Background: an optimization exercise with open tools, aiming at small area and a short achievable clock period. Do not read the settings as production practice.
At most, simulation tests tie the RTL to the original design; equivalence was not proved.
Power figures rest on the tool's default switching activity, not on a simulated workload.

Design swt16_top, start of the top module:
module swt16_top (
    input             clock,
    input             reset,
    output     [11:0] out_pmem_addr,
    input      [15:0] in_pmem_word,
    output     [11:0] out_dmem_rd_addr,
    input      [15:0] in_dmem_rd_word,
    output     [11:0] out_dmem_wr_addr,
    output     [15:0] out_dmem_wr_word,
    output            out_dmem_write_en,
    output            out_nop_in_WB
);
Settings: LEC_CHECK=0, ABC_CLOCK_PERIOD_IN_PS=4000, CAP_MARGIN=20, CORE_MARGIN=2, CORE_UTILIZATION=60, SETUP_SLACK_MARGIN=5, SLEW_MARGIN=20; clock period 10.5 ns.
standard.sh (not shown) runs the stock make flow with config.mk's settings and CLKGATE_MAP_FILE= SYNTH_SCRIPT=/design/flow/synth_recipe.tcl, a recipe that flattens the netlist after the stock synthesis.
==> flow/flow/run.sh <==
#!/bin/bash
# Standard ORFS flow with two layout changes: port buffers use the smallest
# buffer cell (the resizer upsizes where needed), and clock tree synthesis
# adds no dummy loads.
set -uo pipefail
export BUFFER_PORTS_ARGS="-buffer_cell sky130_fd_sc_hd__buf_1"
export CTS_ARGS="-sink_clustering_enable -repair_clock_nets -dont_use_dummy_load -buf_list sky130_fd_sc_hd__clkbuf_8 -sink_clustering_size 14 -sink_clustering_max_diameter 60"
bash standard.sh synth > synth.log 2>&1 || exit 1
bash standard.sh finish > layout.log 2>&1 || exit 1
Edit:
--- a/flow/design.v
+++ b/flow/design.v
@@ -371,15 +371,14 @@
     reg [3:0]  m_rd;
     reg        m_wr, m_vmem, m_ldw, m_ldbs, m_ldbu, m_a0, m_nop;
     wire [255:0] rf_flat;
     wire [15:0]  rf_vld;
     wire [15:0] b_eff = e_b ^ {16{e_neg}};
     wire [15:0] sum   = e_a + b_eff + {15'd0, e_neg};
     wire        sum_z = (sum == 16'd0);
-    wire [11:0] addr  = e_a[11:0] + e_b[11:0];
     wire        sum_n = sum[15];
     wire c0 = (e_beq & sum_z) | (e_bgt & ~sum_n & ~sum_z) | (e_blt & sum_n);
     wire set_pc   = ~e_flush & (e_jmp | (e_br1 & e_c0));
     wire flush_dx = set_pc;
     wire flush_if = set_pc | (~e_flush & c0);
     wire [15:0] prod;
     mul16lo u_mul (.a(e_a), .b(e_b), .p(prod));
@@ -405,16 +404,16 @@
                       | ({16{s_and}} & (e_a & e_b))
                       | ({16{s_or}}  & (e_a | e_b))
                       | ({16{s_xor}} & (e_a ^ e_b))
                       | ({16{e_jmp}} & e_c);
     wire        e_ld  = e_ldw | e_ldbs | e_ldbu;
     wire        e_st  = e_stw | e_stb;
     wire [3:0]  e_rdx = e_flush ? 4'd0 : e_rd;
-    assign out_dmem_rd_addr  = (~e_flush & e_ld) ? addr : 12'd0;
-    assign out_dmem_wr_addr  = (~e_flush & e_st) ? addr : 12'd0;
+    assign out_dmem_rd_addr  = (~e_flush & e_ld) ? sum[11:0] : 12'd0;
+    assign out_dmem_wr_addr  = (~e_flush & e_st) ? sum[11:0] : 12'd0;
     assign out_dmem_wr_word  = e_st ? e_c : 16'd0;
     assign out_dmem_write_en = e_stw & ~e_flush;
     wire        m_ld = m_ldw | m_ldbs | m_ldbu;
     wire [15:0] m_ldval = m_ldw ? in_dmem_rd_word
                         : {{8{m_ldbs & in_dmem_rd_word[7]}},
                            (m_a0 ? in_dmem_rd_word[15:8] : in_dmem_rd_word[7:0])};
     wire [15:0] m_out = m_ld ? m_ldval : m_res;
@@ -531,15 +530,15 @@
     wire [15:0] b_nx = ({16{b_s2}}   & s2)
                      | ({16{b_imm}}  & d_imm)
                      | ({16{b_s1}}   & s1)
                      | ({16{b_immA}} & {12'd0, immA})
                      | ({16{b_pc}}   & {4'd0, d_pc});
     wire [15:0] c_nx = ({16{c_s1}}   & s1)
                      | ({16{o_jmp}}  & {4'd0, link});
-    wire [11:0] pc_next = stall ? f_pc : set_pc ? addr : f_pc + 12'd2;
+    wire [11:0] pc_next = stall ? f_pc : set_pc ? sum[11:0] : f_pc + 12'd2;
     assign out_pmem_addr = pc_next;
     wire [15:0] f_out   = flush_if ? 16'd0 : stall ? f_iw : in_pmem_word;
     wire [15:0] iw_n   = cyc_next ? d_iw : f_out;
     wire [3:0]  rs1_n  = iw_n[11:8];
     wire        isU_n  = (iw_n[3:0] == 4'b0001);
     wire        isR_n  = (iw_n[3:0] >= 4'b0110) && (iw_n[3:0] <= 4'b1110);
     wire        isSR_n = (iw_n[3:0] == 4'b0011) | isR_n;
@@ -626,15 +625,15 @@
         d_pc    <= (cyc_next | (stall & ~f_stl)) ? d_pc : f_pc;
         e_a    <= a_nx;
         e_b    <= b_nx;
         e_c    <= c_nx;
         e_rd   <= f_rd;
         m_res  <= e_res;
         m_rd   <= e_rdx;
-        m_a0   <= addr[0];
+        m_a0   <= sum[0];
     end
     assign rf_flat[15:0] = 16'd0;
     assign rf_vld[0] = 1'b0;
     genvar g;
     generate
         for (g = 1; g < 16; g = g + 1) begin : regs
             reg [15:0] q;
The changed run produced a clean layout.
Setup slack improves by 0.093 ns.
Routed wire length fell slightly.
Maximum frequency rose slightly.
Global-route usage fell by 0.41 points.
Synthesized cell count rose slightly.
Total power rose by a little under a tenth.
Final cell count rose slightly.
Synthesized area barely changes.
Die area hardly moves.
Count of clock-buffer cells in the layout stays the same.
The RTL of the first run of this note was laid out without a check of its function.

[afterwards: timing with drivers on the ports]
In the flow no input, the clock included, has a driving cell. The finished layouts below were timed again as built, in two steps. Step 1: set_driving_cell puts a clkbuf_16 on clock and a buf_2 on each other input, an assumption about the parent block. Step 2, shift: input delay + t, output delay - t, t = (earliest + latest rising clock arrival at the registers) / 2. This alone moves slack from input paths to output paths. a / b / c = ideal ports / drivers / drivers and shift; a / b = the first two.
run	shift t [ns]	slack for setup (ns)	hold WS [ns]	worst slew at a driven data input, ns
the first run	0.651	4.836 / 4.781 / 4.949	0.404 / 0.404 / 0.404	0.04
the second run	0.658	4.929 / 4.872 / 5.057	0.360 / 0.360 / 0.360	0.09
After both steps setup and hold are still met in every run listed.
